Background: an optimization exercise with open tools, aiming at small area, a short achievable clock period and few clock cycles. Do not read the settings as production practice.
At most, simulation tests tie the RTL to the original design; equivalence was not proved.
For runs 5 and 6, only the layout was checked, not whether the RTL still works.
Power and IR drop assume default switching activity.

==> flow/design.v <==
module SD(
    clk,
    rst_n,
    in_valid,
    in,
    out_valid,
    out
    );
input            clk, rst_n, in_valid;
input      [3:0] in;
output reg       out_valid;
output reg [3:0] out;
localparam P_IN  = 2'd0;
localparam P_SLV = 2'd1;
localparam P_OUT = 2'd2;
reg [1:0] phase;
reg [1:0] xo, xs, yo, ys;
wire last_x   = (xo == 2'd2) & (xs == 2'd2);
wire last_y   = (yo == 2'd2) & (ys == 2'd2);
wire first_x  = (xo == 2'd0) & (xs == 2'd0);
wire first_y  = (yo == 2'd0) & (ys == 2'd0);
wire start    = in_valid & first_x & first_y;    
wire last_in  = in_valid & last_x & last_y;      
wire is_blank = in_valid & (in == 4'd0);
wire [8:0] din;
genvar g, h;
generate
    for (g = 0; g < 9; g = g + 1) begin : g_din
        assign din[g] = in_valid & (in == g + 1);
    end
endgenerate
reg [8:0] colr [0:8];
wire [8:0] col_old = (first_y ? 9'd0 : colr[8]);
integer i;
always @(posedge clk) begin
    colr[0] <= in_valid ? (col_old | din) : colr[8];
    for (i = 1; i < 9; i = i + 1)
        colr[i] <= colr[i-1];
end
reg [8:0] boxm [0:2];
wire box_new = (yo == 2'd0) & (xo == 2'd0);
generate
    for (g = 0; g < 3; g = g + 1) begin : g_box
        always @(posedge clk)
            if (in_valid & (xs == g))
                boxm[g] <= (box_new ? 9'd0 : boxm[g]) | din;
    end
endgenerate
wire [8:0] box_old = box_new ? 9'd0 : boxm[xs];
reg [8:0] rowm;
wire [8:0] row_old = first_x ? 9'd0 : rowm;
always @(posedge clk)
    if (in_valid) rowm <= row_old | din;
reg  [8:0] ex;               
wire [8:0] ex_base = start ? 9'd0 : ex;
wire [8:0] create  = is_blank ? ({ex_base[7:0], 1'b1} & ~ex_base) : 9'd0;
always @(posedge clk or negedge rst_n)
    if (!rst_n) ex <= 9'd0;
    else if (in_valid) ex <= ex_base | create;
reg [8:0] cand  [0:8];       
reg [1:0] bxs   [0:8];       
reg [1:0] bxo   [0:8];
reg [8:0] inrow;             
reg [8:0] inband;            
wire [8:0] related;          
wire [8:0] new_cand = ~(col_old | box_old | row_old);
generate
    for (g = 0; g < 9; g = g + 1) begin : g_blank
        wire same_stack = (bxs[g] == xs);
        assign related[g] = inrow[g] | (inband[g] & same_stack) | (same_stack & (bxo[g] == xo));
        always @(posedge clk) begin
            if (create[g]) begin
                cand[g] <= new_cand;
                bxs[g]  <= xs;
                bxo[g]  <= xo;
            end
            else if (related[g])
                cand[g] <= cand[g] & ~din;
            if (create[g])
                inrow[g] <= ~last_x;
            else if (in_valid & last_x)
                inrow[g] <= 1'b0;
            if (create[g])
                inband[g] <= ~(last_x & (yo == 2'd2));
            else if (in_valid & last_x & (yo == 2'd2))
                inband[g] <= 1'b0;
        end
    end
endgenerate
reg [8:0] rel [0:8];
generate
    for (g = 1; g < 9; g = g + 1) begin : g_rel
        always @(posedge clk)
            if (create[g]) rel[g] <= related & ((9'd1 << g) - 9'd1);
    end
endgenerate
reg  [3:0] val [0:8];        
reg  [9:0] cur;              
reg        retry;            
wire [8:0] voh [0:8];
generate
    for (g = 0; g < 9; g = g + 1) begin : g_voh
        for (h = 0; h < 9; h = h + 1) begin : g_b
            assign voh[g][h] = (val[g] == h + 1);
        end
    end
endgenerate
wire [8:0] below;
assign below[0] = |cur[9:1];
generate
    for (g = 1; g < 9; g = g + 1) begin : g_below
        assign below[g] = below[g-1] & ~cur[g];
    end
endgenerate
wire [8:0] viol;
wire [8:0] jmp;
generate
    for (g = 0; g < 9; g = g + 1) begin : g_viol
        assign viol[g] = below[g] & ~|(voh[g] & cand[g]);
        if (g == 0) begin : g0
            assign jmp[g] = viol[g];
        end else begin : gn
            assign jmp[g] = viol[g] & ~|viol[g-1:0];
        end
    end
endgenerate
wire any_viol = |viol;
reg  [8:0] cand_c;
reg  [8:0] rel_c;
reg  [3:0] val_c;
always @(*) begin
    cand_c = 9'd0;
    rel_c  = 9'd0;
    val_c  = (cur[9] ? val[0] : 4'd0);
    for (i = 0; i < 9; i = i + 1) begin
        cand_c = cand_c | ({9{cur[i]}} & cand[i]);
        rel_c  = rel_c  | ({9{cur[i]}} & (i == 0 ? 9'd0 : rel[i]));
        val_c  = val_c  | ({4{cur[i]}} & val[i]);
    end
end
reg [8:0] used;
always @(*) begin
    used = 9'd0;
    for (i = 0; i < 9; i = i + 1)
        used = used | ({9{rel_c[i]}} & voh[i]);
end
reg [8:0] above;
always @(*) begin
    for (i = 0; i < 9; i = i + 1)
        above[i] = ~retry | (val_c < i + 1);
end
wire [8:0] avail = cand_c & ~used & above;
reg  [3:0] pick_val;
reg        found;
always @(*) begin
    pick_val = 4'd0;
    found    = 1'b0;
    for (i = 8; i >= 0; i = i - 1)
        if (avail[i]) begin
            pick_val = i + 1;
            found    = 1'b1;
        end
end
wire searching = (phase != P_OUT) & ~start;
wire can_step  = |(cur[8:0] & ex);
always @(posedge clk or negedge rst_n) begin
    if (!rst_n) begin
        cur   <= 10'd1;
        retry <= 1'b0;
    end
    else if (start) begin
        cur   <= 10'd1;
        retry <= 1'b0;
    end
    else if (phase == P_OUT) begin
        cur   <= cur[9] ? 10'd1 : {cur[8:0], 1'b0};
        retry <= 1'b0;
    end
    else if (any_viol) begin
        cur   <= {1'b0, jmp};
        retry <= 1'b1;
    end
    else if (phase == P_SLV & cur[9]) begin
        cur   <= 10'd2;
        retry <= 1'b0;
    end
    else if (can_step) begin
        cur   <= found ? {cur[8:0], 1'b0} : {1'b0, cur[9:1]};
        retry <= ~found;
    end
end
generate
    for (g = 0; g < 9; g = g + 1) begin : g_val
        always @(posedge clk)
            if (searching & ~any_viol & cur[g] & ex[g])
                val[g] <= pick_val;
    end
endgenerate
wire done = (phase == P_SLV) & cur[9] & ~any_viol;
always @(posedge clk or negedge rst_n) begin
    if (!rst_n)
        phase <= P_IN;
    else case (phase)
        P_IN:    if (last_in) phase <= P_SLV;
        P_SLV:   if (done) phase <= P_OUT;
        default: if (cur[9]) phase <= P_IN;
    endcase
end
always @(posedge clk or negedge rst_n) begin
    if (!rst_n) begin
        xo <= 2'd0; xs <= 2'd0; yo <= 2'd0; ys <= 2'd0;
    end
    else if (in_valid) begin
        xo <= (xo == 2'd2) ? 2'd0 : xo + 2'd1;
        if (xo == 2'd2) begin
            xs <= (xs == 2'd2) ? 2'd0 : xs + 2'd1;
            if (xs == 2'd2) begin
                yo <= (yo == 2'd2) ? 2'd0 : yo + 2'd1;
                if (yo == 2'd2)
                    ys <= (ys == 2'd2) ? 2'd0 : ys + 2'd1;
            end
        end
    end
end
wire emit = done | ((phase == P_OUT) & ~cur[9]);
always @(posedge clk or negedge rst_n) begin
    if (!rst_n) begin
        out_valid <= 1'b0;
        out       <= 4'd0;
    end
    else begin
        out_valid <= emit;
        out       <= emit ? val_c : 4'd0;
    end
end
endmodule
==> flow/run.sh <==
#!/bin/bash
# synth_recipe.tcl (not shown) runs the flow's synth.tcl, then flattens the netlist and writes it again
# the make line also repeats each setting of config.mk as NAME=value (left out here)
make -C /OpenROAD-flow-scripts/flow DESIGN_CONFIG=/design/flow/config.mk WORK_HOME=/design/flow/orfs CLKGATE_MAP_FILE= SYNTH_SCRIPT=/design/flow/synth_recipe.tcl finish
==> flow/config.mk <==
export PLATFORM = sky130hd
export DESIGN_NAME = SD
export DESIGN_NICKNAME = SD
export VERILOG_FILES = /design/flow/design.v
export SDC_FILE = /design/flow/constraint.sdc
export NUM_CORES = 4
export LEC_CHECK = 0
export CAP_MARGIN = 20
export CORE_MARGIN = 2
export CORE_UTILIZATION = 40
export SLEW_MARGIN = 20
==> flow/constraint.sdc <==
create_clock -name core_clock -period 8.5 [get_ports {clk}]
set_input_delay 1.7000 -clock core_clock [delete_from_list [all_inputs] [get_ports {clk}]]
set_output_delay 1.7000 -clock core_clock [all_outputs]
set_load 0.01 [all_outputs]
==> results of run 1 <==
[cell usage after synthesis, types with 11 or more instances]
| cell type | number | area [um2] |
|---|---|---|
| a22o_1 | 15 | 131 |
| nand2b_1 | 24 | 150 |
| nand3b_1 | 21 | 158 |
| dfxtp_1 | 81 | 1620 |
| dfrtp_1 | 34 | 851 |
| buf_2 | 20 | 100 |
| o21ai_0 | 105 | 526 |
| edfxtp_1 | 243 | 7300 |
| o211ai_1 | 14 | 105 |
| nor3_1 | 18 | 90.1 |
| xnor2_1 | 34 | 298 |
| nor4_1 | 11 | 68.8 |
| mux2i_1 | 14 | 140 |
| nand4_1 | 21 | 131 |
| a21oi_1 | 28 | 140 |
| a221oi_1 | 14 | 123 |
| a31oi_1 | 19 | 119 |
| nand3_1 | 131 | 656 |
| inv_1 | 27 | 101 |
| a222oi_1 | 12 | 120 |
| nand2_1 | 222 | 833 |
| clkbuf_1 | 70 | 263 |
| a22oi_1 | 44 | 330 |
| nor2b_1 | 18 | 113 |
| nor2_1 | 72 | 270 |
[stage by stage]
step	hold WS [ns]	cell area (um2)	worst slack, ns
2_1_floorplan	0.310	16200	4.79
3_3_place_gp	0.311	16700	3.01
3_5_place_dp	0.312	16700	2.82
4_1_cts	0.327	18000	3.42
5_1_grt	0.330	18000	2.93
6_report	0.323	18000	3.30
[final timing paths]
path                              end  startpoint  slack (ns)  cells after the start
min in group asynchronous    phase[1]       rst_n        1.23                      1
min                        colr[4][0]  colr[3][0]        0.32                      0
max in group asynchronous       xs[1]       rst_n        6.71                      1
max                        cand[8][6]    in_valid        3.30                      8
max reg2reg                 val[3][0]   val[0][2]        3.70                      8
min reg2reg                colr[4][0]  colr[3][0]        0.32                      0
[state kept, by name (all words and copies together), names as in the netlist, 10 cells and up]
signal  count
cand       81
cur        10
boxm       27
val        36
rel        36
bxo        18
bxs        18
colr       81
[layout make-up]
cell class | count | area [um2]
Inverter | 27 | 101
Multi-Input combinational cell | 995 | 5910
Tap cell | 525 | 657
Timing Repair Buffer | 30 | 248
Fill cell | 3680 | 21900
Clock buffer | 48 | 1070
Clock inverter | 21 | 248
Sequential cell | 359 | 9800
[per-layer routing]
metal / up-vias / share of wire / global-route usage
li1: 5471 / - / -
met1: 6062 / 0.43 / 0.349
met2: 734 / 0.43 / 0.364
met3: 125 / 0.097 / 0.0442
met4: 0 / 0.041 / 0.105
met5: - / 0 / 0
[worst max-delay path, stage by stage]
cell,delay (ns)
clkdlybuf4s50_1,0.47
buf_4,0.26
nor3b_1,0.53
nand2_1,0.19
nor2_1,0.44
nand3b_1,0.69
inv_1,0.68
or3_1,0.46
[power by group through the flow]
stage          logic [uW]  registers [uW]  clock network (uW)
6_report             2020            2570                1730
5_1_grt              2200            2590                1820
4_1_cts              1990            2560                1760
3_5_place_dp         1990            2590                   0
3_3_place_gp         1970            2590                   0
2_1_floorplan        1350            2440                   0
[cell families after synthesis]
kind of cell / count (synthesis) / share of synthesized area
xor+xnor: 36 / 0.0194
flops: 359 / 0.603
mux: 25 / 0.0176
compound gates: 321 / 0.134
buf+inv: 128 / 0.0331
simple gates: 608 / 0.189
fa+ha+maj: 5 / 0.00385
==> metrics.md, run 1 <==
| Metric | Value |
|---|---|
| Syn_nets | `1494` |
| Clock sink count | `359` |
| Vias per cell | `6.18` |
| Root buffer cell | `clkbuf_16` |
| Row cnt | `73` |
| Psw | `2390 uW` |
| Reg power frac | `0.407` |
| Commonest non-fill, non-tap cell in the layout | `edfxtp_1` |
| First-pass GRT wire length | `76000 um` |
| DP Cell Count | `1936` |
| CP Launch Type | `input port` |
| Sequential share of the synthesized area | `0.603` |
| Synth unique cells | `82` |
| Critical path data arrival time | `5.43 ns` |
| FFs w/ async S/R, synth | `0.0975` |
| Setup-failing EPs final | `0` |
| Largest fanout on the critical path | `24` |
| Resized cells post-CTS | `0` |
| FF+latch count, synth | `359` |
| Fin Clk Skew | `0.0333 ns` |
| Setup TNS | `0 ns` |
| LEAKAGE | `0.00679 uW` |
| Max-slew headroom | `0.221` |
| Routed wire per std cell | `25.2 um` |
| Max VDD drop | `0.230 mV` |
| Clock-pin slew on the worst setup and hold paths | `0.06 ns` |
| Mapped Cells | `1482` |
| Number of flops mapped to enable cells by yosys | `243` |
| Post-route ant nets | `0` |
| Hold buffers post-CTS | `0` |
| Avg Cell Area, Syn | `11.0 um2` |
| Final Wtd Congestion | `0.981` |
| H-tree Lvls | `2` |
| Effective utilization at floorplan | `0.407` |
| Final Power | `6320 uW` |
| Required time of the critical path | `8.74 ns` |
| DP HPWL | `35100 um` |
| Initial drt markers | `1589` |
| Max cap viols | `0` |
| Largest net degree at the start of global routing | `37` |
| Fraction of final layout cells sized beyond drive strength 1 | `0.0764` |
| Power Internal | `3930 uW` |
| Power Density | `351 nW/um2` |
| Crit share post-route | `0.611` |
| Detailed-route via count | `12400` |
| CTS max path bufs | `3` |
| Comb power frac | `0.319` |
| Switching portion of total power | `0.378` |
| Die height | `205 um` |
| Unrepaired setup endpoints after global routing | `false` |
| Synth Cell Area | `16200 um2` |
| Final slew viol count | `0` |
| Outcome | `finished clean` |
| All-Layer GR Usage | `0.244` |
| Post-route insts no fill | `2005` |
| HP Class | `reg -> reg` |
| Worst skew pair latency | `0.58 ns` |
| Io pins | `12` |
| Peak Freq | `192 MHz` |
| Core area | `39900 um2` |
| Critical setup path kind | `in -> reg` |
| Post-CTS Setup Inserts | `0` |
| Buffers added on ports | `11` |
| Crit end category | `flip-flop` |
| Global route overflow | `0` |
| CTS buffer count | `38` |
| Ant. Diodes | `0` |
| Layout Area Growth over Synthesis | `11.0%` |
| Final WL | `50500 um` |
| Number of remaining DRC errors | `0` |
| Ys Warns | `8` |
| Die area | `42200 um2` |
| Final nets | `1463` |
| Fin util | `0.452` |
| Commonest cells after routing, fill and taps aside | `edfxtp_1, nand2_1, nand3_1` |
| Synth Flop Type | `edfxtp_1` |
| Least-Margin Pin Slew | `1.15 ns` |
| Initial antenna violation count | `0` |
| Min Tclk post-route | `5.20 ns` |
| Drt first pass iters | `6` |
| Clk pwr share | `0.274` |
| Final Hold Fails | `0` |
| Die W | `205 um` |
| Vias in the first global route | `11600` |
| CTS tree | `yes` |
Testbench counts, summed over its fixed seeds: cycles 28,832.
==> run 2: changes to the inputs <==
--- a/flow/design.v
+++ b/flow/design.v
@@ -21,3 +21,2 @@
 wire first_y  = (yo == 2'd0) & (ys == 2'd0);
-wire start    = in_valid & first_x & first_y;    
 wire last_in  = in_valid & last_x & last_y;      
@@ -54,7 +53,3 @@
 reg  [8:0] ex;               
-wire [8:0] ex_base = start ? 9'd0 : ex;
-wire [8:0] create  = is_blank ? ({ex_base[7:0], 1'b1} & ~ex_base) : 9'd0;
-always @(posedge clk or negedge rst_n)
-    if (!rst_n) ex <= 9'd0;
-    else if (in_valid) ex <= ex_base | create;
+wire [8:0] slot = {ex[7:0], 1'b1} & ~ex;
 reg [8:0] cand  [0:8];       
@@ -71,17 +66,17 @@
         always @(posedge clk) begin
-            if (create[g]) begin
-                cand[g] <= new_cand;
-                bxs[g]  <= xs;
-                bxo[g]  <= xo;
+            if (slot[g]) begin
+                cand[g]   <= new_cand;
+                bxs[g]    <= xs;
+                bxo[g]    <= xo;
+                inrow[g]  <= ~last_x;
+                inband[g] <= ~(last_x & (yo == 2'd2));
             end
-            else if (related[g])
-                cand[g] <= cand[g] & ~din;
-            if (create[g])
-                inrow[g] <= ~last_x;
-            else if (in_valid & last_x)
-                inrow[g] <= 1'b0;
-            if (create[g])
-                inband[g] <= ~(last_x & (yo == 2'd2));
-            else if (in_valid & last_x & (yo == 2'd2))
-                inband[g] <= 1'b0;
+            else begin
+                if (related[g])
+                    cand[g] <= cand[g] & ~din;
+                if (in_valid & last_x)
+                    inrow[g] <= 1'b0;
+                if (in_valid & last_x & (yo == 2'd2))
+                    inband[g] <= 1'b0;
+            end
         end
@@ -93,3 +88,3 @@
         always @(posedge clk)
-            if (create[g]) rel[g] <= related & ((9'd1 << g) - 9'd1);
+            if (slot[g]) rel[g] <= related & ((9'd1 << g) - 9'd1);
     end
@@ -163,3 +158,3 @@
 end
-wire searching = (phase != P_OUT) & ~start;
+wire searching = (phase != P_OUT);
 wire can_step  = |(cur[8:0] & ex);
@@ -167,6 +162,2 @@
     if (!rst_n) begin
-        cur   <= 10'd1;
-        retry <= 1'b0;
-    end
-    else if (start) begin
         cur   <= 10'd1;
@@ -199,2 +190,6 @@
 wire done = (phase == P_SLV) & cur[9] & ~any_viol;
+always @(posedge clk or negedge rst_n)
+    if (!rst_n) ex <= 9'd0;
+    else if (done) ex <= 9'd0;
+    else if (is_blank) ex <= ex | slot;
 always @(posedge clk or negedge rst_n) begin
==> run 2 against run 1 <==
Against the previous run: sequential share of layout area down 0.30 points; non-clock buffer count up 4; wire length down 3.1%; fmax up 32%; worst setup slack better by 1.3 ns; clock skew down 0.015 ns; first-iteration DRC count up 6.5%; critical path type is now reg -> reg; critical endpoint is now val[5][1]; largest power group unchanged.
==> metrics.md, run 2 <==
| Metric | Value |
|---|---|
| Synth unique cells | `94 (+15%)` |
| Final nets | `1390 (-5.0%)` |
| Critical path data arrival time | `4.19 ns (-1.24 ns)` |
| Fraction of final layout cells sized beyond drive strength 1 | `0.0980 (+0.0217)` |
| Final slew viol count | `0 (unchanged)` |
| CP bufs+invs | `0 (-3)` |
| Core area | `40000 um2 (+0.23%)` |
| Root buffer cell | `clkbuf_16` |
| Most used cell, CP | `nor3_1` |
| Initial antenna violation count | `1 (+1)` |
| LEAKAGE | `0.00682 uW (+0.39%)` |
| All-Layer GR Usage | `0.232 (-0.0126)` |
| Worst Setup SP | `cur[5]` |
| Fin Clk Skew | `0.0187 ns (-0.0145 ns)` |
| Clock sink count | `359 (unchanged)` |
| Row cnt | `73 (unchanged)` |
| CP Launch Type | `flip-flop` |
| Vias in the first global route | `11300 (-3.0%)` |
| Avg Cell Area, Syn | `11.7 um2 (+6.4%)` |
| Unrepaired setup endpoints after global routing | `false` |
| Required time of the critical path | `8.76 ns (+0.02 ns)` |
| CTS tree | `yes` |
| First-pass GRT wire length | `73000 um (-4.0%)` |
| Effective utilization at floorplan | `0.408 (+0.000792)` |
| Pre-CTS worst setup slack | `4.30 ns (+1.48 ns)` |
| Resized cells post-CTS | `0 (unchanged)` |
| Ant. Diodes | `0 (unchanged)` |
| Ys Warns | `8 (unchanged)` |
| Top flop regs | `cand: 81 flops, colr: 81 flops` |
| FF-to-FF Start | `cur[5]` |
| H-tree Lvls | `2 (unchanged)` |
| Max-slew headroom | `0.265 (+0.0441)` |
| CTS buffer count | `39 (+2.6%)` |
| Final WL | `48900 um (-3.1%)` |
| Cell with the most instances after synthesis | `edfxtp_1` |
| Sequential share of the synthesized area | `0.601 (-0.00255)` |
| Drt first pass iters | `6 (unchanged)` |
| Min Tclk post-route | `3.92 ns (-1.27 ns)` |
| CTS max path bufs | `3 (unchanged)` |
| Io pins | `12 (unchanged)` |
| CP Cell Sequence | `a22oi_2 > a21oi_1 > a221oi_1 > o2111ai_1 > nor3_1 > a21oi_1 > nor3_1 > nor3_1 > nor2_1` |
| Number of flops mapped to enable cells by yosys | `243 (unchanged)` |
| Die height | `206 um (+0.21%)` |
| Max cap viols | `0 (unchanged)` |
| Hold Crit Start | `colr[3][3]` |
| Crit end category | `flip-flop` |
| Peak Freq | `255 MHz (+32%)` |
| Commonest cells after routing, fill and taps aside | `edfxtp_1, nand2_1, nor2_1` |
| FFs w/ async S/R, synth | `0.0975 (unchanged)` |
| Post-route ant nets | `0 (unchanged)` |
| Power Density | `304 nW/um2 (-13%)` |
| Top cell type's share of synthesized area | `0.448 (-0.00190)` |
| Post-CTS Setup Inserts | `0 (unchanged)` |
| Vias per cell | `6.17 (-0.19%)` |
| Critical setup path kind | `reg -> reg` |
| Worst skew pair latency | `0.56 ns (-0.02 ns)` |
| Worst path depth | `9 (+1)` |
| Hold buffers post-CTS | `0 (unchanged)` |
| Synth area leaders | `edfxtp_1, dfxtp_1, dfrtp_1` |
| Hold path depth | `0 (unchanged)` |
| Least-Margin Pin Slew | `1.10 ns (-0.0515 ns)` |
| Commonest non-fill, non-tap cell in the layout | `edfxtp_1` |
| Final WS setup | `4.58 ns (+1.27 ns)` |
| Largest fanout on the critical path | `23 (-4.2%)` |
| Syn_nets | `1411 (-5.6%)` |
| Global route overflow | `0 (unchanged)` |
| Delay-heaviest family, CP | `compound AO/OA/AOI/OAI gates` |
| Die W | `206 um (+0.21%)` |
| Max stage delay on crit path | `0.78 ns (+0.09 ns)` |
| Synth Flop Type | `edfxtp_1` |
| Top cell type by total area after synthesis | `edfxtp_1` |
| Post-synth top cells | `edfxtp_1, nand2_1, nor2_1` |
| Buffers added on ports | `11 (unchanged)` |
| Largest net degree at the start of global routing | `36 (-2.7%)` |
| Final Power | `5510 uW (-13%)` |
| Outcome | `finished clean` |
| Max VDD drop | `0.216 mV (-6.0%)` |
| Die area | `42400 um2 (+0.41%)` |
| Layout Area Growth over Synthesis | `11.2%` |
| Initial drt markers | `1693 (+6.5%)` |
| FF+latch count, synth | `359 (unchanged)` |
| Mapped Cells | `1399 (-5.6%)` |
| Fillers | `3752 (+2.0%)` |
| Worst R2R Path Depth | `9 (+1)` |
| Synth Cell Area | `16300 um2 (+0.42%)` |
| HP Class | `reg -> reg` |
| Clock-pin slew on the worst setup and hold paths | `0.06 ns (about the same)` |
| Crit share post-route | `0.462 (-0.150)` |
| DP HPWL | `34400 um (-2.0%)` |
| Number of remaining DRC errors | `0 (unchanged)` |
| Setup-failing EPs final | `0 (unchanged)` |
| Final Hold Fails | `0 (unchanged)` |
| Slowest CP cell | `dfrtp_1` |
| Detailed-route via count | `11900 (-3.8%)` |
| Final Wtd Congestion | `1.00 (+2.3%)` |
| Setup TNS | `0 ns (unchanged)` |
| Routed wire per std cell | `25.3 um (+0.46%)` |
## run 2: cell types whose count changed in the layout (fill, tap and decap cells not counted), sizes merged, moves of 13 or more
cell    change
nand3     -102
o21ai      -70
nor2       +13
o22ai      +78
a21o       +45
nand2b     +18
nand2      -56
## run 2: final cells by class
| class | count | area (um2) | share of cell area |
|---|---|---|---|
| Tap cell | 525 | 657 | 0.0362 |
| Inverter | 26 | 97.6 | 0.00538 |
| Clock buffer | 53 | 1150 | 0.0637 |
| Sequential cell | 359 | 9800 | 0.540 |
| Clock inverter | 18 | 223 | 0.0123 |
| Multi-Input combinational cell | 918 | 5920 | 0.327 |
| Timing Repair Buffer | 34 | 278 | 0.0153 |
## run 2: layer usage
metal / part of all wire / track usage / up-vias
li1: - / - / 5298
met1: 0.42 / 0.319 / 5879
met2: 0.45 / 0.357 / 601
met3: 0.088 / 0.0464 / 144
met4: 0.041 / 0.100 / 2
met5: 0.00025 / 0 / -
## run 2: per-stage QoR
| step | utilization | cells | instance area (um2) | hold WS, ns |
|---|---|---|---|---|
| 3_3_place_gp | 0.419 | 1862 | 16700 | 0.311 |
| 2_1_floorplan | - | 1399 | 16300 | 0.310 |
| 6_report | 0.453 | 1933 | 18100 | 0.324 |
| 3_5_place_dp | 0.419 | 1862 | 16700 | 0.312 |
| 5_1_grt | 0.453 | 1933 | 18100 | 0.330 |
| 4_1_cts | 0.453 | 1933 | 18100 | 0.326 |
## run 2: kinds of logic (layout without fill, tap and decap cells)
kind of cell / count (synthesis) / after routing / synth area share
simple gates: 449 / 449 / 0.142
flops: 359 / 359 / 0.601
xor+xnor: 36 / 36 / 0.0193
mux: 27 / 27 / 0.0193
buf+inv: 122 / 131 / 0.0367
fa+ha+maj: 5 / 5 / 0.00384
compound gates: 401 / 401 / 0.178
## run 2: worst paths after layout
kind,to,slack (ns)
max in group asynchronous,ex[6],6.60
setup / recovery,val[5][1],4.58
hold reg to reg,colr[4][3],0.32
setup reg to reg,val[5][1],4.58
min in group asynchronous,cur[9],1.31
hold / removal,colr[4][3],0.32
## run 2: where the power goes
group,internal [uW],leakage [uW],switching [uW]
Combinational,356,0.00277,706
Clock,1080,0.000682,702
Sequential,2350,0.00337,313
Total,3790,0.00682,1720
Testbench counts of run 2, summed over its fixed seeds: cycles 28,832.
==> run 3: changes to the inputs <==
--- a/flow/config.mk
+++ b/flow/config.mk
@@ -7,5 +7,7 @@
 export LEC_CHECK = 0
+export ABC_CLOCK_PERIOD_IN_PS = 3000
 export CAP_MARGIN = 20
 export CORE_MARGIN = 2
-export CORE_UTILIZATION = 40
+export CORE_UTILIZATION = 60
+export SETUP_SLACK_MARGIN = 5
 export SLEW_MARGIN = 20
==> run 3 against run 2 <==
Against the previous run: cell area is 1.4% lower; sequential power hardly changed; fmax increased by 12%; via count rose by 2.9%; flip-flop and latch count did not move; global-route usage is 11 points higher; combinational power barely moved; wire length is 0.51% lower; still clean; sequential share of layout area rose by 0.80 points; worst setup slack improved by 0.42 ns.
==> metrics.md, run 3 <==
| Metric | Value |
|---|---|
| Unrepaired setup endpoints after global routing | `true` |
| Fraction of final layout cells sized beyond drive strength 1 | `0.111 (+0.0128)` |
| Fillers | `1953 (-48%)` |
| Ys Warns | `8 (unchanged)` |
| Routed wire per std cell | `27.8 um (+9.9%)` |
| Top flop regs | `cand: 81 flops, colr: 81 flops` |
| Met3 usage | `0.0634 (+0.0170)` |
| Met2 track utilization from global routing | `0.538 (+0.182)` |
| Commonest non-fill, non-tap cell in the layout | `edfxtp_1` |
| Hold buffers post-CTS | `0 (unchanged)` |
| Die W | `169 um (-18%)` |
| Hold WS | `0.322 ns (-0.00156 ns)` |
| CP bufs+invs | `2 (+2)` |
| Syn_nets | `1411 (unchanged)` |
| Final Hold Fails | `0 (unchanged)` |
| Final Wtd Congestion | `1.02 (+1.8%)` |
| Vias in the first global route | `11700 (+4.1%)` |
| Commonest cells after routing, fill and taps aside | `edfxtp_1, nand2_1, o22ai_1` |
| Post-synth top cells | `edfxtp_1, nand2_1, nor2_1` |
| Final slew viol count | `0 (unchanged)` |
| Max stage delay on crit path | `0.88 ns (+0.10 ns)` |
| Max-slew headroom | `0.222 (-0.0427)` |
| Clock sink count | `359 (unchanged)` |
| Slowest CP cell | `nor2_1` |
| Row cnt | `60 (-18%)` |
| Layout Area Growth over Synthesis | `9.58%` |
| DP Cell Count | `1676 (-10%)` |
| Outcome | `finished clean` |
| Io pins | `12 (unchanged)` |
| Top cell type's share of synthesized area | `0.448 (unchanged)` |
| Post-route ant nets | `0 (unchanged)` |
| Delay-heaviest family, CP | `simple AND/OR/NAND/NOR gates` |
| Final instance area | `17900 um2 (-1.4%)` |
| FFs w/ async S/R, synth | `0.0975 (unchanged)` |
| Max VDD drop | `0.258 mV (+19%)` |
| Critical setup path kind | `in -> reg` |
| Setup TNS | `0 ns (unchanged)` |
| Final WL | `48700 um (-0.51%)` |
| Drt first pass iters | `8 (+2)` |
| Detailed-route via count | `12300 (+2.9%)` |
| Power Density | `298 nW/um2 (-2.1%)` |
| Number of remaining DRC errors | `0 (unchanged)` |
| Die area | `28500 um2 (-33%)` |
| Worst skew pair latency | `0.53 ns (-0.03 ns)` |
| Largest net degree at the start of global routing | `36 (unchanged)` |
| Fin util | `0.667 (+0.213)` |
| Synth Flop Type | `edfxtp_1` |
| Top Usage Layer GRT | `met2` |
| Least-Margin Pin Slew | `1.16 ns (+0.0578 ns)` |
| Synth Cell Area | `16300 um2 (unchanged)` |
| Post-route insts no fill | `1750 (-9.5%)` |
| Die height | `169 um (-18%)` |
| Sequential share of the synthesized area | `0.601 (unchanged)` |
| CTS buffer count | `36 (-7.7%)` |
| Initial drt markers | `1926 (+14%)` |
| Mapped Cells | `1399 (unchanged)` |
| Crit end category | `flip-flop` |
| All-Layer GR Usage | `0.341 (+0.109)` |
| Synth area leaders | `edfxtp_1, dfxtp_1, dfrtp_1` |
| FF+latch count, synth | `359 (unchanged)` |
| CTS max path bufs | `3 (unchanged)` |
| CTS tree | `yes` |
| Met1 Use GR | `0.464 (+0.145)` |
| Final nets | `1392 (+0.14%)` |
| Required time of the critical path | `8.72 ns (-0.04 ns)` |
| Buffers added on ports | `11 (unchanged)` |
| Vias per cell | `7.01 (+14%)` |
| Largest fanout on the critical path | `22 (-4.3%)` |
| Max cap viols | `0 (unchanged)` |
| H-tree Lvls | `2 (unchanged)` |
| Area after DPL | `16500 um2 (-1.5%)` |
| Top cell type by total area after synthesis | `edfxtp_1` |
| Fin Clk Skew | `0.0236 ns (+0.00486 ns)` |
| Peak Freq | `285 MHz (+12%)` |
| CP Cell Sequence | `clkdlybuf4s50_1 > buf_4 > nand3b_1 > nor2_1 > o22ai_1` |
| Setup-failing EPs final | `0 (unchanged)` |
| CP Launch Type | `input port` |
| Crit share post-route | `0.412 (-0.0492)` |
| Effective utilization at floorplan | `0.608 (+0.201)` |
| Global route overflow | `0 (unchanged)` |
| Initial antenna violation count | `0 (-1)` |
| DP HPWL | `34200 um (-0.60%)` |
| Root buffer cell | `clkbuf_16` |
| Number of flops mapped to enable cells by yosys | `243 (unchanged)` |
| Clock-pin slew on the worst setup and hold paths | `0.06 ns (about the same)` |
| Cell with the most instances after synthesis | `edfxtp_1` |
| Core area | `26800 um2 (-33%)` |
| Avg Cell Area, Syn | `11.7 um2 (unchanged)` |
| HP Class | `reg -> reg` |
| First-pass GRT wire length | `72800 um (-0.34%)` |
| Critical path data arrival time | `3.73 ns (-0.46 ns)` |
| Synth unique cells | `94 (unchanged)` |
| Min Tclk post-route | `3.51 ns (-0.418 ns)` |
| LEAKAGE | `0.00677 uW (-0.68%)` |
run 3: cell counts after synthesis:
Identical to the previous run, type by type.
run 3: what timing repair did:
| item | 4_1_cts | 5_1_grt |
|---|---|---|
| pin swaps | 1 | 3 |
| resized for setup | 6 | 20 |
| buffers inserted | 2 | 5 |
| endpoints found under the setup margin | 107 | 115 |
| gates cloned | 0 | 0 |
run 3: cells by family after synthesis:
| group | count (synthesis) | synth area share |
|---|---|---|
| AOI/OAI and AO/OA | 401 | 0.178 |
| xor gates and xnor gates | 36 | 0.0193 |
| adders and majority gates | 5 | 0.00384 |
| buffers and inverters | 122 | 0.0367 |
| DFF | 359 | 0.601 |
| muxes | 27 | 0.0193 |
| and+or+nand+nor | 449 | 0.142 |
run 3: power by group:
group	internal [uW]	leakage, uW	total, uW	switching [uW]
sequential	2350	0.00337	2700	343
combinational	350	0.00282	1040	694
clock	926	0.000590	1580	654
run 3: final timing paths:
kind                            startpoint          to  slack (ns)  cells past startpoint
worst max-delay path              in_valid  cand[0][4]        4.99                      5
worst min-delay path            colr[2][1]  colr[3][1]        0.32                      0
worst max register to register   val[0][0]   val[1][3]        5.12                      7
worst min register to register  colr[2][1]  colr[3][1]        0.32                      0
max in group asynchronous            rst_n       xs[1]        6.49                      1
min in group asynchronous            rst_n      cur[6]        1.33                      1
run 3: layout make-up:
class,count,area (um2),share of cell area
tap,341,427,0.0239
sequential,359,9800,0.548
multi-input combinational,918,6020,0.337
clock inverter,12,124,0.00693
timing repair buffer,39,315,0.0176
clock buffer,54,1090,0.0608
antenna,1,2.50,0.000140
inverter,26,97.6,0.00546
run 3: stage by stage:
stage	power, uW	setup WS [ns]
floorplan	3260	5.40
global placement	3680	4.32
detailed placement	3720	4.20
CTS	5300	4.99
global route	5510	4.91
finish	5320	4.99
run 3: per-layer routing:
metal  share of wire  vias up
met5               0        -
met4           0.048        0
met3           0.094      173
met2            0.46      769
met1            0.39     6039
li1                -     5288
==> run 4: changes to the inputs <==
==> flow/flow/run.sh (new file) <==
#!/bin/bash
# The standard layout, with two changes to how it is made:
#  - port buffers are buf_2 cells (buffer_ports would otherwise pick a delay cell)
#  - timing repair aims past the target period (the clock period is unchanged)
set -euo pipefail
MARGIN=$(cat flow/margin.txt)
bash standard.sh finish \
  "BUFFER_PORTS_ARGS=-buffer_cell sky130_fd_sc_hd__buf_2" \
  "SETUP_SLACK_MARGIN=${MARGIN}" > standard.log 2>&1
==> flow/flow/margin.txt (new file) <==
5.5
==> flow/standard.sh (new file) <==
#!/bin/bash
# synth_recipe.tcl (not shown) runs the flow's synth.tcl, then flattens the netlist and writes it again
# the make line also repeats each setting of config.mk as NAME=value (left out here)
make -C /OpenROAD-flow-scripts/flow DESIGN_CONFIG=/design/flow/config.mk WORK_HOME=/design/flow/orfs CLKGATE_MAP_FILE= SYNTH_SCRIPT=/design/flow/synth_recipe.tcl "${@:-finish}"
--- a/flow/config.mk
+++ b/flow/config.mk
@@ -11,3 +11,2 @@
 export CORE_UTILIZATION = 60
-export SETUP_SLACK_MARGIN = 5
 export SLEW_MARGIN = 20
removed: flow/run.sh
==> run 4 against run 3 <==
Against the previous run: still clean; fmax rose by 10%; via count rose by 5.2%; hold slack improved by 0.00095 ns; area after synthesis did not move; critical path type is now reg -> reg.
==> metrics.md, run 4 <==
| Metric | Value |
|---|---|
| Io pins | `12 (unchanged)` |
| Final slew viol count | `0 (unchanged)` |
| DP HPWL | `34300 um (+0.15%)` |
| Reg2reg setup slack | `5.31 ns (+0.19 ns)` |
| Commonest cells after routing, fill and taps aside | `edfxtp_1, nand2_1, buf_4` |
| Worst Setup SP | `cur[7]` |
| Avg Cell Area, Syn | `11.7 um2 (unchanged)` |
| Root buffer cell | `clkbuf_16` |
| FF-to-FF Start | `cur[7]` |
| HP Class | `reg -> reg` |
| FFs w/ async S/R, synth | `0.0975 (unchanged)` |
| Post-synth top cells | `edfxtp_1, nand2_1, nor2_1` |
| Detailed-route via count | `12900 (+5.2%)` |
| Largest fanout on the critical path | `13 (-41%)` |
| Clock sink count | `359 (unchanged)` |
| Critical setup path kind | `reg -> reg` |
| Fraction of final layout cells sized beyond drive strength 1 | `0.217 (+0.106)` |
| Final instance area | `19300 um2 (+8.0%)` |
| Crit share post-route | `0.375 (-0.0373)` |
| LEAKAGE | `0.00742 uW (+9.6%)` |
| H-tree Lvls | `2 (unchanged)` |
| Synth area leaders | `edfxtp_1, dfxtp_1, dfrtp_1` |
| All-Layer GR Usage | `0.348 (+0.00729)` |
| Post-route ant nets | `0 (unchanged)` |
| Power Internal | `3710 uW (+2.2%)` |
| Peak Freq | `314 MHz (+10%)` |
| Min Tclk post-route | `3.19 ns (-0.317 ns)` |
| Top cell type by total area after synthesis | `edfxtp_1` |
| CP Launch Type | `flip-flop` |
| Vias in the first global route | `11800 (+0.48%)` |
| Worst skew pair latency | `0.54 ns (about the same)` |
| Hold buffers post-CTS | `0 (unchanged)` |
| FF+latch count, synth | `359 (unchanged)` |
| Number of flops mapped to enable cells by yosys | `243 (unchanged)` |
| Sequential share of the synthesized area | `0.601 (unchanged)` |
| Cell with the most instances after synthesis | `edfxtp_1` |
| CTS buffer count | `37 (+2.8%)` |
| Buffers added on ports | `11 (unchanged)` |
| Ys Warns | `8 (unchanged)` |
| Least-Margin Pin Slew | `1.21 ns (+0.0470 ns)` |
| Row cnt | `60 (unchanged)` |
| DP Cell Count | `1677 (+0.060%)` |
| Psw | `1740 uW (+2.9%)` |
| Power Density | `282 nW/um2 (-5.2%)` |
| Worst R2R Path Depth | `14 (+7)` |
| Unrepaired setup endpoints after global routing | `true` |
| Final Hold Fails | `0 (unchanged)` |
| Reg-to-reg critical path endpoint | `cur[2]` |
| Crit end category | `flip-flop` |
| Initial drt markers | `2058 (+6.9%)` |
| Number of remaining DRC errors | `0 (unchanged)` |
| Core area | `26800 um2 (unchanged)` |
| Routed wire per std cell | `28.3 um (+1.9%)` |
| Die W | `169 um (unchanged)` |
| Commonest non-fill, non-tap cell in the layout | `edfxtp_1` |
| First-pass GRT wire length | `73800 um (+1.5%)` |
| Max cap viols | `0 (unchanged)` |
| Clk pwr share | `0.308 (+0.011)` |
| Max-slew headroom | `0.192 (-0.0301)` |
| Final WL | `52100 um (+7.0%)` |
| Global route overflow | `0 (unchanged)` |
| CTS max path bufs | `3 (unchanged)` |
| Layout Area Growth over Synthesis | `18.4%` |
| Comb power frac | `0.199 (+0.003)` |
| Largest net degree at the start of global routing | `36 (unchanged)` |
| Top cell type's share of synthesized area | `0.448 (unchanged)` |
| Top flop regs | `cand: 81 flops, colr: 81 flops` |
| Syn_nets | `1411 (unchanged)` |
| Effective utilization at floorplan | `0.608 (unchanged)` |
| Reg power frac | `0.493 (-0.014)` |
| Synth Flop Type | `edfxtp_1` |
| Setup TNS | `0 ns (unchanged)` |
| Post-route insts no fill | `1839 (+5.1%)` |
| Vias per cell | `7.02 (about the same)` |
| Critical path data arrival time | `3.63 ns (-0.10 ns)` |
| Clock-pin slew on the worst setup and hold paths | `0.06 ns (about the same)` |
| Initial antenna violation count | `2 (+2)` |
| Die area | `28500 um2 (unchanged)` |
| Synth Cell Area | `16300 um2 (unchanged)` |
| Max VDD drop | `0.255 mV (-1.0%)` |
| Switching portion of total power | `0.319 (+0.00149)` |
| Area after DPL | `16500 um2 (-0.26%)` |
| Outcome | `finished clean` |
| Final Wtd Congestion | `1.05 (+2.6%)` |
| Setup-failing EPs final | `0 (unchanged)` |
| Setup crit end | `cur[2]` |
| Drt first pass iters | `6 (-2)` |
| Mapped Cells | `1399 (unchanged)` |
| Hold path depth | `0 (unchanged)` |
| Fin Clk Skew | `0.0221 ns (-0.00153 ns)` |
| Die height | `169 um (unchanged)` |
| Required time of the critical path | `8.95 ns (+0.23 ns)` |
| Hold WS | `0.323 ns (+0.000950 ns)` |
| Final nets | `1480 (+6.3%)` |
| Synth unique cells | `94 (unchanged)` |
| CTS tree | `yes` |
[run 4: worst min-delay path by stage]
| stage | endpoint | slack [ns] | start |
|---|---|---|---|
| floorplan | colr[1][0] | 0.31 | colr[0][0] |
| global placement | colr[7][1] | 0.31 | colr[6][1] |
| detailed placement | colr[8][4] | 0.31 | colr[7][4] |
| CTS | colr[8][4] | 0.33 | colr[7][4] |
| global route | colr[2][1] | 0.33 | colr[1][1] |
| finish | colr[7][6] | 0.32 | colr[6][6] |
[run 4: power groups by stage]
stage          logic, uW  clock network [uW]  registers, uW
2_1_floorplan        750                   0           2510
3_3_place_gp        1010                   0           2680
3_5_place_dp        1040                   0           2690
4_1_cts             1050                1690           2660
5_1_grt             1180                1760           2700
6_report            1090                1680           2680
[run 4: per-layer routing]
layer,part of all wire,GRT usage,vias up
met5,0.00029,0,-
met4,0.055,0.153,2
met1,0.39,0.477,6303
met2,0.45,0.545,889
li1,-,-,5489
met3,0.10,0.0704,220
[run 4: worst max-delay path: stages, from the launching register on]
cell	delay, ns
dfrtp_2	0.46
buf_12	0.14
clkbuf_16	0.18
nand2_1	0.07
and3_4	0.21
or4_1	0.53
o2111ai_2	0.14
nor4bb_2	0.07
buf_4	0.16
nor3_4	0.38
buf_4	0.19
and3_4	0.23
buf_4	0.13
a31oi_4	0.07
a21oi_2	0.13
[run 4: layout make-up]
class                           instances  area (um2)
Clock buffer                           48        1070
Tap cell                              341         427
Multi-Input combinational cell        919        6490
Fill cell                            1850        7500
Clock inverter                         20         216
Sequential cell                       359        9820
Timing Repair Buffer                  125        1170
Inverter                               26        97.6
Antenna cell                            1        2.50
[run 4: logic make-up (layout without fill, tap and decap cells)]
group | after synthesis | after routing | share of synthesized area
buffers and inverters | 122 | 219 | 0.0367
other | 0 | 1 | 0
AO/OA/AOI/OAI | 401 | 401 | 0.178
multiplexers | 27 | 27 | 0.0193
flip-flops | 359 | 359 | 0.601
AND/OR/NAND/NOR | 449 | 450 | 0.142
XOR/XNOR | 36 | 36 | 0.0193
adder cells (fa/ha/maj) | 5 | 5 | 0.00384
[run 4: metrics by stage]
step | setup WS, ns | total power, uW | utilization
2_1_floorplan | 5.49 | 3260 | -
3_3_place_gp | 4.71 | 3690 | 0.614
3_5_place_dp | 4.62 | 3730 | 0.614
4_1_cts | 5.42 | 5400 | 0.680
5_1_grt | 5.27 | 5640 | 0.720
6_report | 5.31 | 5450 | 0.720
[run 4: timing repair]
action,4_1_cts,5_1_grt
buffers inserted,26,61
cloned,1,5
pin swaps,17,37
resized for setup,58,98
endpoints found under the setup margin,213,168
==> run 5: changes to the inputs <==
--- a/flow/design.v
+++ b/flow/design.v
@@ -91,13 +91,5 @@
 endgenerate
-reg  [3:0] val [0:8];        
+reg  [8:0] val [0:8];        
 reg  [9:0] cur;              
 reg        retry;            
-wire [8:0] voh [0:8];
-generate
-    for (g = 0; g < 9; g = g + 1) begin : g_voh
-        for (h = 0; h < 9; h = h + 1) begin : g_b
-            assign voh[g][h] = (val[g] == h + 1);
-        end
-    end
-endgenerate
 wire [8:0] below;
@@ -113,3 +105,3 @@
     for (g = 0; g < 9; g = g + 1) begin : g_viol
-        assign viol[g] = below[g] & ~|(voh[g] & cand[g]);
+        assign viol[g] = below[g] & ~|(val[g] & cand[g]);
         if (g == 0) begin : g0
@@ -124,3 +116,3 @@
 reg  [8:0] rel_c;
-reg  [3:0] val_c;
+reg  [8:0] val_c;
 always @(*) begin
@@ -128,3 +120,3 @@
     rel_c  = 9'd0;
-    val_c  = (cur[9] ? val[0] : 4'd0);
+    val_c  = (cur[9] ? val[0] : 9'd0);
     for (i = 0; i < 9; i = i + 1) begin
@@ -132,3 +124,3 @@
         rel_c  = rel_c  | ({9{cur[i]}} & (i == 0 ? 9'd0 : rel[i]));
-        val_c  = val_c  | ({4{cur[i]}} & val[i]);
+        val_c  = val_c  | ({9{cur[i]}} & val[i]);
     end
@@ -138,24 +130,22 @@
     used = 9'd0;
-    for (i = 0; i < 9; i = i + 1)
-        used = used | ({9{rel_c[i]}} & voh[i]);
-end
-reg [8:0] above;
-always @(*) begin
-    for (i = 0; i < 9; i = i + 1)
-        above[i] = ~retry | (val_c < i + 1);
-end
+    for (i = 0; i < 8; i = i + 1)
+        used = used | ({9{rel_c[i]}} & val[i]);
+end
+wire [8:0] above;
+assign above[0] = ~retry;
+generate
+    for (g = 1; g < 9; g = g + 1) begin : g_above
+        assign above[g] = ~retry | (|val_c[g-1:0]);
+    end
+endgenerate
 wire [8:0] avail = cand_c & ~used & above;
-reg  [3:0] pick_val;
-reg        found;
-always @(*) begin
-    pick_val = 4'd0;
-    found    = 1'b0;
-    for (i = 8; i >= 0; i = i - 1)
-        if (avail[i]) begin
-            pick_val = i + 1;
-            found    = 1'b1;
-        end
-end
-wire searching = (phase != P_OUT);
-wire can_step  = |(cur[8:0] & ex);
+wire [8:0] pick;              
+assign pick[0] = avail[0];
+generate
+    for (g = 1; g < 9; g = g + 1) begin : g_pick
+        assign pick[g] = avail[g] & ~|avail[g-1:0];
+    end
+endgenerate
+wire found = |avail;
+wire can_step = |(cur[8:0] & ex);
 always @(posedge clk or negedge rst_n) begin
@@ -185,4 +175,4 @@
         always @(posedge clk)
-            if (searching & ~any_viol & cur[g] & ex[g])
-                val[g] <= pick_val;
+            if (cur[g] & (phase != P_OUT))
+                val[g] <= pick;
     end
@@ -227,3 +217,6 @@
         out_valid <= emit;
-        out       <= emit ? val_c : 4'd0;
+        out       <= emit ? {val_c[7] | val_c[8],
+                                 val_c[3] | val_c[4] | val_c[5] | val_c[6],
+                                 val_c[1] | val_c[2] | val_c[5] | val_c[6],
+                                 val_c[0] | val_c[2] | val_c[4] | val_c[6] | val_c[8]} : 4'd0;
     end
==> run 5 against run 4 <==
Against the previous run: fmax rose by 2.5%; wire length rose by 0.41%; via count fell by 2.6%; cell count fell by 3.4%; critical path type unchanged; worst setup slack improved by 0.077 ns; flip-flop and latch count rose by 45; utilization fell by 2.5 points; cell area fell by 0.27%; clock power rose by 4%; global-route usage rose by 0.84 points.
==> metrics.md, run 5 <==
| Metric | Value |
|---|---|
| Setup TNS | `0 ns (unchanged)` |
| Max VDD drop | `0.246 mV (-3.6%)` |
| Buffers added on ports | `11 (unchanged)` |
| CP Launch Type | `flip-flop` |
| Max cap viols | `0 (unchanged)` |
| Top cell type's share of synthesized area | `0.513 (+0.0652)` |
| Clock-pin slew on the worst setup and hold paths | `0.06 ns (about the same)` |
| LEAKAGE | `0.00725 uW (-2.3%)` |
| Met2 track utilization from global routing | `0.526 (-0.0186)` |
| Row cnt | `61 (+1.7%)` |
| Final Wtd Congestion | `1.07 (+2.1%)` |
| First-pass GRT wire length | `76600 um (+3.7%)` |
| Synth Flop Type | `edfxtp_1` |
| Top cell type by total area after synthesis | `edfxtp_1` |
| Min Tclk post-route | `3.11 ns (-0.0771 ns)` |
| Final nets | `1378 (-6.9%)` |
| Core area | `27700 um2 (+3.4%)` |
| Fin Clk Skew | `0.0213 ns (-0.000802 ns)` |
| Clk pwr share | `0.296 (-0.012)` |
| Fraction of final layout cells sized beyond drive strength 1 | `0.150 (-0.0669)` |
| Top Usage Layer GRT | `met2` |
| Die area | `29500 um2 (+3.4%)` |
| Commonest cells after routing, fill and taps aside | `edfxtp_1, nand2_1, o22ai_1` |
| Final WL | `52300 um (+0.41%)` |
| Die height | `172 um (+1.7%)` |
| Mapped Cells | `1343 (-4.0%)` |
| Least-Margin Pin Slew | `1.07 ns (-0.137 ns)` |
| Layout Area Growth over Synthesis | `14.1%` |
| Number of remaining DRC errors | `0 (unchanged)` |
| Unrepaired setup endpoints after global routing | `true` |
| Global route overflow | `0 (unchanged)` |
| Vias in the first global route | `11500 (-2.4%)` |
| Hold WS | `0.322 ns (-0.000841 ns)` |
| Detailed-route via count | `12600 (-2.6%)` |
| Hold buffers post-CTS | `0 (unchanged)` |
| FFs w/ async S/R, synth | `0.0866 (-0.0109)` |
| HP Class | `reg -> reg` |
| Synth area leaders | `edfxtp_1, dfxtp_1, dfrtp_1` |
| Initial drt markers | `2397 (+16%)` |
| Post-route ant nets | `0 (unchanged)` |
| Largest net degree at the start of global routing | `38 (+5.6%)` |
| Die W | `172 um (+1.7%)` |
| Comb power frac | `0.195 (-0.004)` |
| Commonest non-fill, non-tap cell in the layout | `edfxtp_1` |
| Cell with the most instances after synthesis | `edfxtp_1` |
| Peak Freq | `321 MHz (+2.5%)` |
| CTS buffer count | `40 (+8.1%)` |
| Clock sink count | `404 (+13%)` |
| All-Layer GR Usage | `0.357 (+0.00844)` |
| Ys Warns | `8 (unchanged)` |
| Routed wire per std cell | `29.4 um (+3.9%)` |
| H-tree Lvls | `2 (unchanged)` |
| Effective utilization at floorplan | `0.609 (about the same)` |
| Worst skew pair latency | `0.56 ns (+0.02 ns)` |
| DP HPWL | `34500 um (+0.79%)` |
| FF+latch count, synth | `404 (+13%)` |
| Fillers | `2026 (+9.5%)` |
| Initial antenna violation count | `2 (unchanged)` |
| Multiplexer share of the synthesized area | `0.00690 (-0.0124)` |
| Outcome | `finished clean` |
| Crit end category | `flip-flop` |
| Crit share post-route | `0.366 (-0.00907)` |
| Setup-failing EPs final | `0 (unchanged)` |
| Io pins | `12 (unchanged)` |
| Compound-Gate Fraction of Synth Area | `0.182 (+0.00317)` |
| Avg Cell Area, Syn | `12.6 um2 (+7.8%)` |
| Root buffer cell | `clkbuf_16` |
| Power Internal | `4010 uW (+8.1%)` |
| Power Density | `307 nW/um2 (+8.8%)` |
| Number of flops mapped to enable cells by yosys | `288 (+19%)` |
| Reg power frac | `0.509 (+0.016)` |
| Syn_nets | `1355 (-4.0%)` |
| Post-synth top cells | `edfxtp_1, nand2_1, a22oi_1` |
| Top flop regs | `cand: 81 flops, colr: 81 flops, val: 81 flops` |
| Switching portion of total power | `0.322 (+0.00284)` |
| Critical path data arrival time | `3.55 ns (-0.08 ns)` |
| CTS tree | `yes` |
| CTS max path bufs | `3 (unchanged)` |
| Met3 usage | `0.104 (+0.0332)` |
| Required time of the critical path | `8.94 ns (about the same)` |
| Largest family of logic cells by synthesized area | `compound AO/OA/AOI/OAI gates` |
| Synth Cell Area | `16900 um2 (+3.5%)` |
| Vias per cell | `7.07 (+0.75%)` |
| Met1 Use GR | `0.512 (+0.0352)` |
| Synth unique cells | `70 (-26%)` |
| Final Hold Fails | `0 (unchanged)` |
| Max-slew headroom | `0.286 (+0.0941)` |
| Largest fanout on the critical path | `10 (-3)` |
| Psw | `1900 uW (+9.5%)` |
| Drt first pass iters | `10 (+4)` |
| Post-Synth XOR/XNOR Area | `0.0187 (-0.000646)` |
| Final slew viol count | `0 (unchanged)` |
| Adder-cell share of the synthesized area | `0.00371 (-0.000128)` |
| Sequential share of the synthesized area | `0.661 (+0.0601)` |
| Synth Area in Simple Gates | `0.101 (-0.0411)` |
| Critical setup path kind | `reg -> reg` |
## run 5: changes by cell type after synthesis, moves of 12 or more
cell / before / now
nand3b_1: 19 / 4
nand2b_1: 42 / 20
edfxtp_1: 243 / 288
o21ai_0: 29 / 15
nor2_1: 85 / 68
a31oi_1: 17 / 5
nor2b_1: 17 / 2
a221oi_1: 20 / 32
a22o_1: 14 / 31
a22oi_1: 51 / 87
## run 5: worst paths after layout
check                           startpoint         end  slack [ns]  cells past startpoint
min in group asynchronous            rst_n       xs[0]        1.25                      1
worst max-delay path                cur[8]      cur[0]        5.39                     11
worst min-delay path            colr[5][2]  colr[6][2]        0.32                      0
worst max register to register      cur[8]      cur[0]        5.39                     11
worst min register to register  colr[5][2]  colr[6][2]        0.32                      0
max in group asynchronous            rst_n      cur[3]        6.59                      1
## run 5: critical path: stages, from the launching register on
cell       delay (ns)
dfrtp_2          0.49
clkbuf_16        0.22
and2_2           0.27
a221o_1          0.31
a221o_1          0.28
a2111o_1         0.41
o2111ai_1        0.11
and4bb_4         0.25
and2_4           0.20
buf_4            0.14
a311oi_2         0.25
nor3_1           0.07
## run 5: final cells by class
type	count	area (um2)	area share
clock buffers	56	1180	0.0615
repair buffers	62	609	0.0317
inverters	26	97.6	0.00507
well taps	378	473	0.0246
flip-flops and latches	404	11200	0.579
clock inverters	18	133	0.00689
diodes	1	2.50	0.000130
multi-input cells	832	5600	0.291
## run 5: per-stage QoR
step	std cells	total power (uW)	setup slack (ns)	util	cell area, um2
5_1_grt	1776	6110	5.25	0.695	19200
4_1_cts	1762	5870	5.38	0.683	18900
2_1_floorplan	1343	3630	5.51	-	16900
3_5_place_dp	1669	4130	4.53	0.621	17200
6_report	1777	5910	5.39	0.695	19200
3_3_place_gp	1669	4100	4.66	0.621	17200
## run 5: cell families (layout without fill, tap and decap cells)
logic type,count (synthesis),count (layout)
buffers and inverters,108,162
adder cells (fa/ha/maj),5,5
XOR/XNOR,36,36
other,0,1
flip-flops,404,404
multiplexers,11,11
AO/OA/AOI/OAI,416,416
AND/OR/NAND/NOR,363,364
## run 5: what timing repair did
| item | in CTS | in global routing |
|---|---|---|
| buffers inserted | 16 | 12 |
| pin swaps | 15 | 31 |
| gates resized for setup | 53 | 40 |
| endpoints found under the setup margin | 178 | 161 |
| gates cloned | 3 | 2 |
## run 5: power by group through the flow
stage	Combinational, uW	Clock (uW)	Sequential [uW]
after floorplan	830	0	2800
after global placement	1080	0	3010
after detailed placement	1110	0	3020
after CTS	1120	1760	2990
after global routing	1260	1830	3020
final	1150	1750	3010
## run 5: metal layers
| layer | part of all wire | up-vias | wire, um |
|---|---|---|---|
| met5 | 0.00096 | - | 50 |
| met4 | 0.043 | 2 | 2230 |
| met3 | 0.13 | 202 | 6930 |
| met2 | 0.44 | 949 | 22800 |
| met1 | 0.39 | 6127 | 20300 |
| li1 | - | 5282 | - |
==> run 6: changes to the inputs <==
==> flow/run.sh (new file) <==
#!/bin/bash
# synth_recipe.tcl (not shown) runs the flow's synth.tcl, then flattens the netlist and writes it again
# the make line also repeats each setting of config.mk as NAME=value (left out here)
make -C /OpenROAD-flow-scripts/flow DESIGN_CONFIG=/design/flow/config.mk WORK_HOME=/design/flow/orfs CLKGATE_MAP_FILE= SYNTH_SCRIPT=/design/flow/synth_recipe.tcl finish
--- a/flow/config.mk
+++ b/flow/config.mk
@@ -11,2 +11,3 @@
 export CORE_UTILIZATION = 60
+export SETUP_SLACK_MARGIN = 5
 export SLEW_MARGIN = 20
removed: flow/flow/run.sh
removed: flow/flow/margin.txt
removed: flow/standard.sh
==> run 6 against run 5 <==
Against the previous run: still clean; cell count fell by 1.8%; non-clock buffer count is 32 lower; utilization down 2.0 points; cell area fell by 2.9%; synthesized cell count unchanged; sequential power is essentially flat; critical path depth is 6 lower; power grew 1.2%; largest power group unchanged; highest routed layer is now met4.
==> metrics.md, run 6 <==
| Metric | Value |
|---|---|
| Outcome | `finished clean` |
| Setup TNS | `0 ns (unchanged)` |
| Cell with the most instances after synthesis | `edfxtp_1` |
| Io pins | `12 (unchanged)` |
| Synth unique cells | `70 (unchanged)` |
| Least-Margin Pin Slew | `1.16 ns (+0.0868 ns)` |
| Worst Setup SP | `in_valid` |
| CTS buffer count | `41 (+2.5%)` |
| Synth area leaders | `edfxtp_1, dfxtp_1, dfrtp_1` |
| Synth Flop Type | `edfxtp_1` |
| Top flop regs | `cand: 81 flops, colr: 81 flops, val: 81 flops` |
| CTS max path bufs | `3 (unchanged)` |
| Detailed-route via count | `12300 (-1.7%)` |
| Switching portion of total power | `0.315 (-0.00738)` |
| Area after DPL | `17200 um2 (about the same)` |
| Clk pwr share | `0.308 (+0.012)` |
| Critical setup path kind | `in -> reg` |
| Critical path data arrival time | `3.71 ns (+0.16 ns)` |
| LEAKAGE | `0.00701 uW (-3.3%)` |
| Slowest CP cell | `or3b_2` |
| Final Wtd Congestion | `1.04 (-3.2%)` |
| CTS tree | `yes` |
| Delay-heaviest family, CP | `simple AND/OR/NAND/NOR gates` |
| Initial drt markers | `2216 (-7.6%)` |
| First-pass GRT wire length | `75500 um (-1.4%)` |
| Hold buffers post-CTS | `0 (unchanged)` |
| Psw | `1880 uW (-1.1%)` |
| Fillers | `2087 (+3.0%)` |
| Fin Clk Skew | `0.0233 ns (+0.00205 ns)` |
| Worst path depth | `5 (-6)` |
| Reg2reg setup slack | `5.11 ns (-0.28 ns)` |
| Setup crit end | `cand[0][1]` |
| Number of remaining DRC errors | `0 (unchanged)` |
| Pre-CTS worst setup slack | `4.22 ns (-0.304 ns)` |
| Setup-failing EPs final | `0 (unchanged)` |
| Vias in the first global route | `11700 (+1.5%)` |
| Final instance area | `18700 um2 (-2.9%)` |
| Die W | `172 um (unchanged)` |
| Clock-pin slew on the worst setup and hold paths | `0.07 ns (about the same)` |
| Max stage delay on crit path | `0.59 ns (+0.10 ns)` |
| Effective utilization at floorplan | `0.609 (unchanged)` |
| DP Cell Count | `1664 (-0.30%)` |
| Clock sink count | `404 (unchanged)` |
| Row cnt | `61 (unchanged)` |
| Post-route ant nets | `0 (unchanged)` |
| Top cell type's share of synthesized area | `0.513 (unchanged)` |
| Top cell type by total area after synthesis | `edfxtp_1` |
| Min Tclk post-route | `3.45 ns (+0.338 ns)` |
| Layout Area Growth over Synthesis | `10.8%` |
| Final nets | `1346 (-2.3%)` |
| Final Hold Fails | `0 (unchanged)` |
| Post-route insts no fill | `1745 (-1.8%)` |
| Max VDD drop | `0.192 mV (-22%)` |
| Post-synth top cells | `edfxtp_1, nand2_1, a22oi_1` |
| Max-slew headroom | `0.228 (-0.0579)` |
| Met3 usage | `0.0879 (-0.0156)` |
| Largest fanout on the critical path | `21 (+11)` |
| Buffers added on ports | `11 (unchanged)` |
| Core area | `27700 um2 (unchanged)` |
| Met1 Use GR | `0.507 (-0.00493)` |
| CP Launch Type | `input port` |
| HP Class | `reg -> reg` |
| Crit end category | `flip-flop` |
| Ant. Diodes | `0 (-1)` |
| Sequential share of the synthesized area | `0.661 (unchanged)` |
| H-tree Lvls | `2 (unchanged)` |
| Largest net degree at the start of global routing | `40 (+5.3%)` |
| Avg Cell Area, Syn | `12.6 um2 (unchanged)` |
| Mapped Cells | `1343 (unchanged)` |
| Die height | `172 um (unchanged)` |
| Worst R2R Path Depth | `10 (-1)` |
| Commonest cells after routing, fill and taps aside | `edfxtp_1, nand2_1, a22oi_1` |
| All-Layer GR Usage | `0.352 (-0.00489)` |
| FFs w/ async S/R, synth | `0.0866 (unchanged)` |
| Number of flops mapped to enable cells by yosys | `288 (unchanged)` |
| Power Internal | `4100 uW (+2.3%)` |
| Met2 track utilization from global routing | `0.528 (+0.00105)` |
| Final slew viol count | `0 (unchanged)` |
| Vias per cell | `7.07 (about the same)` |
| Root buffer cell | `clkbuf_16` |
| DP HPWL | `34200 um (-0.80%)` |
| Unrepaired setup endpoints after global routing | `true` |
| Syn_nets | `1355 (unchanged)` |
| Drt first pass iters | `10 (unchanged)` |
| Ys Warns | `8 (unchanged)` |
| Worst skew pair latency | `0.56 ns (about the same)` |
| Required time of the critical path | `8.76 ns (-0.18 ns)` |
| Routed wire per std cell | `29.2 um (-0.69%)` |
| Reg power frac | `0.501 (-0.008)` |
| Max cap viols | `0 (unchanged)` |
| FF-to-FF Start | `cur[7]` |
| Die area | `29500 um2 (unchanged)` |
| Comb power frac | `0.191 (-0.004)` |
| Power Density | `320 nW/um2 (+4.2%)` |
| CP bufs+invs | `2 (unchanged)` |
| Final WS setup | `5.05 ns (-0.338 ns)` |
| Top Usage Layer GRT | `met2` |
| Crit share post-route | `0.406 (+0.0397)` |
| FF+latch count, synth | `404 (unchanged)` |
| Reg-to-reg critical path endpoint | `cur[1]` |
| Global route overflow | `0 (unchanged)` |
| Commonest non-fill, non-tap cell in the layout | `edfxtp_1` |
| Final WL | `51000 um (-2.5%)` |
| CP Cell Sequence | `clkdlybuf4s50_1 > buf_4 > or3b_2 > nor2_2 > o22ai_1` |
| Synth Cell Area | `16900 um2 (unchanged)` |
| Initial antenna violation count | `0 (-2)` |
| Fraction of final layout cells sized beyond drive strength 1 | `0.0878 (-0.0624)` |
| Peak Freq | `290 MHz (-9.8%)` |
## run 6: power groups by stage
stage	Sequential, uW	Clock, uW	Combinational (uW)
finish	3000	1840	1140
global route	3010	1930	1260
CTS	2970	1850	1120
detailed placement	3010	0	1120
global placement	3000	0	1080
floorplan	2800	0	829
## run 6: layout make-up
cell class | instances | area (um2) | share of cell area
clock buffer | 63 | 1250 | 0.0667
clock inverter | 13 | 145 | 0.00776
inverter | 26 | 97.6 | 0.00522
multi-input combinational | 831 | 5340 | 0.285
sequential | 404 | 11100 | 0.596
tap | 378 | 473 | 0.0253
timing repair buffer | 30 | 248 | 0.0133
## run 6: routing by layer
metal | wire, um | share of wire
met3 | 6100 | 0.12
met1 | 20500 | 0.40
met4 | 2050 | 0.040
met2 | 22400 | 0.44
met5 | 0 | 0
## run 6: per-stage QoR
step	util	hold slack [ns]	power (uW)
2_1_floorplan	-	0.310	3630
3_3_place_gp	0.621	0.309	4090
3_5_place_dp	0.621	0.312	4130
4_1_cts	0.673	0.324	5950
5_1_grt	0.675	0.333	6190
6_report	0.675	0.324	5980
## run 6: cell families (layout without fill, tap and decap cells)
| logic type | count (synthesis) | in the layout | synth area share |
|---|---|---|---|
| compound gates | 416 | 416 | 0.182 |
| xor+xnor | 36 | 36 | 0.0187 |
| fa+ha+maj | 5 | 5 | 0.00371 |
| buf+inv | 108 | 132 | 0.0277 |
| flops | 404 | 404 | 0.661 |
| mux | 11 | 11 | 0.00690 |
| simple gates | 363 | 363 | 0.101 |
## run 6: worst min path at each step
stage | to | slack [ns] | from | cells after the start
2_1_floorplan | colr[1][0] | 0.31 | colr[0][0] | 0
3_3_place_gp | colr[4][2] | 0.31 | colr[3][2] | 0
3_5_place_dp | colr[4][6] | 0.31 | colr[3][6] | 0
4_1_cts | colr[2][2] | 0.32 | colr[1][2] | 0
5_1_grt | colr[5][3] | 0.33 | colr[4][3] | 0
6_report | colr[8][5] | 0.32 | colr[7][5] | 0
## run 6: worst reg2reg max path, stage by stage, from the launching register on
cell and delay, ns:
dfrtp_1 0.33, buf_4 0.43, nor3_1 0.30, a221o_1 0.41, nor3_1 0.47, nor2_1 0.16
and4_1 0.27, and3_1 0.27, a211oi_1 0.35, a2bb2oi_1 0.19, o22ai_1 0.09
## run 6: timing repair
| action | CTS | global route |
|---|---|---|
| buffers inserted | 2 | 3 |
| pin swaps | 2 | 3 |
| gates resized for setup | 8 | 7 |
| endpoints found under the setup margin | 59 | 41 |

[separate check: timing with driven ports]
Ports are ideal in the flow. The routed layouts listed here were re-timed in OpenROAD.
Step 1 assumes that a clkbuf_16 drives the clock port and a buf_2 every other input.
Step 2 also shifts input and output timing later by t, the mid clock arrival at the registers, as if the neighbouring blocks saw the same clock.
Three values: no drivers, after step 1, after step 2; two values: the first two.
run | t (ns) | setup slack, ns | slew at the worst register clock pin (ns) | worst data-port slew with drivers (ns)
run 1 | 0.617 | 3.304 / 3.333 / 2.717 | 0.07 / 0.07 | 0.03
run 2 | 0.599 | 4.576 / 4.576 / 4.284 | 0.06 / 0.06 | 0.04
run 3 | 0.571 | 4.994 / 5.016 / 4.446 | 0.07 / 0.07 | 0.03
run 4 | 0.581 | 5.312 / 5.312 / 5.023 | 0.07 / 0.07 | 0.03
run 5 | 0.599 | 5.389 / 5.389 / 5.064 | 0.07 / 0.07 | 0.03
run 6 | 0.598 | 5.051 / 5.071 / 4.473 | 0.07 / 0.07 | 0.03
After both steps every run listed still meets setup and hold. For run 1, which loses most, drivers alone change the setup slack by +0.029 ns; drivers and shift together by -0.587 ns.
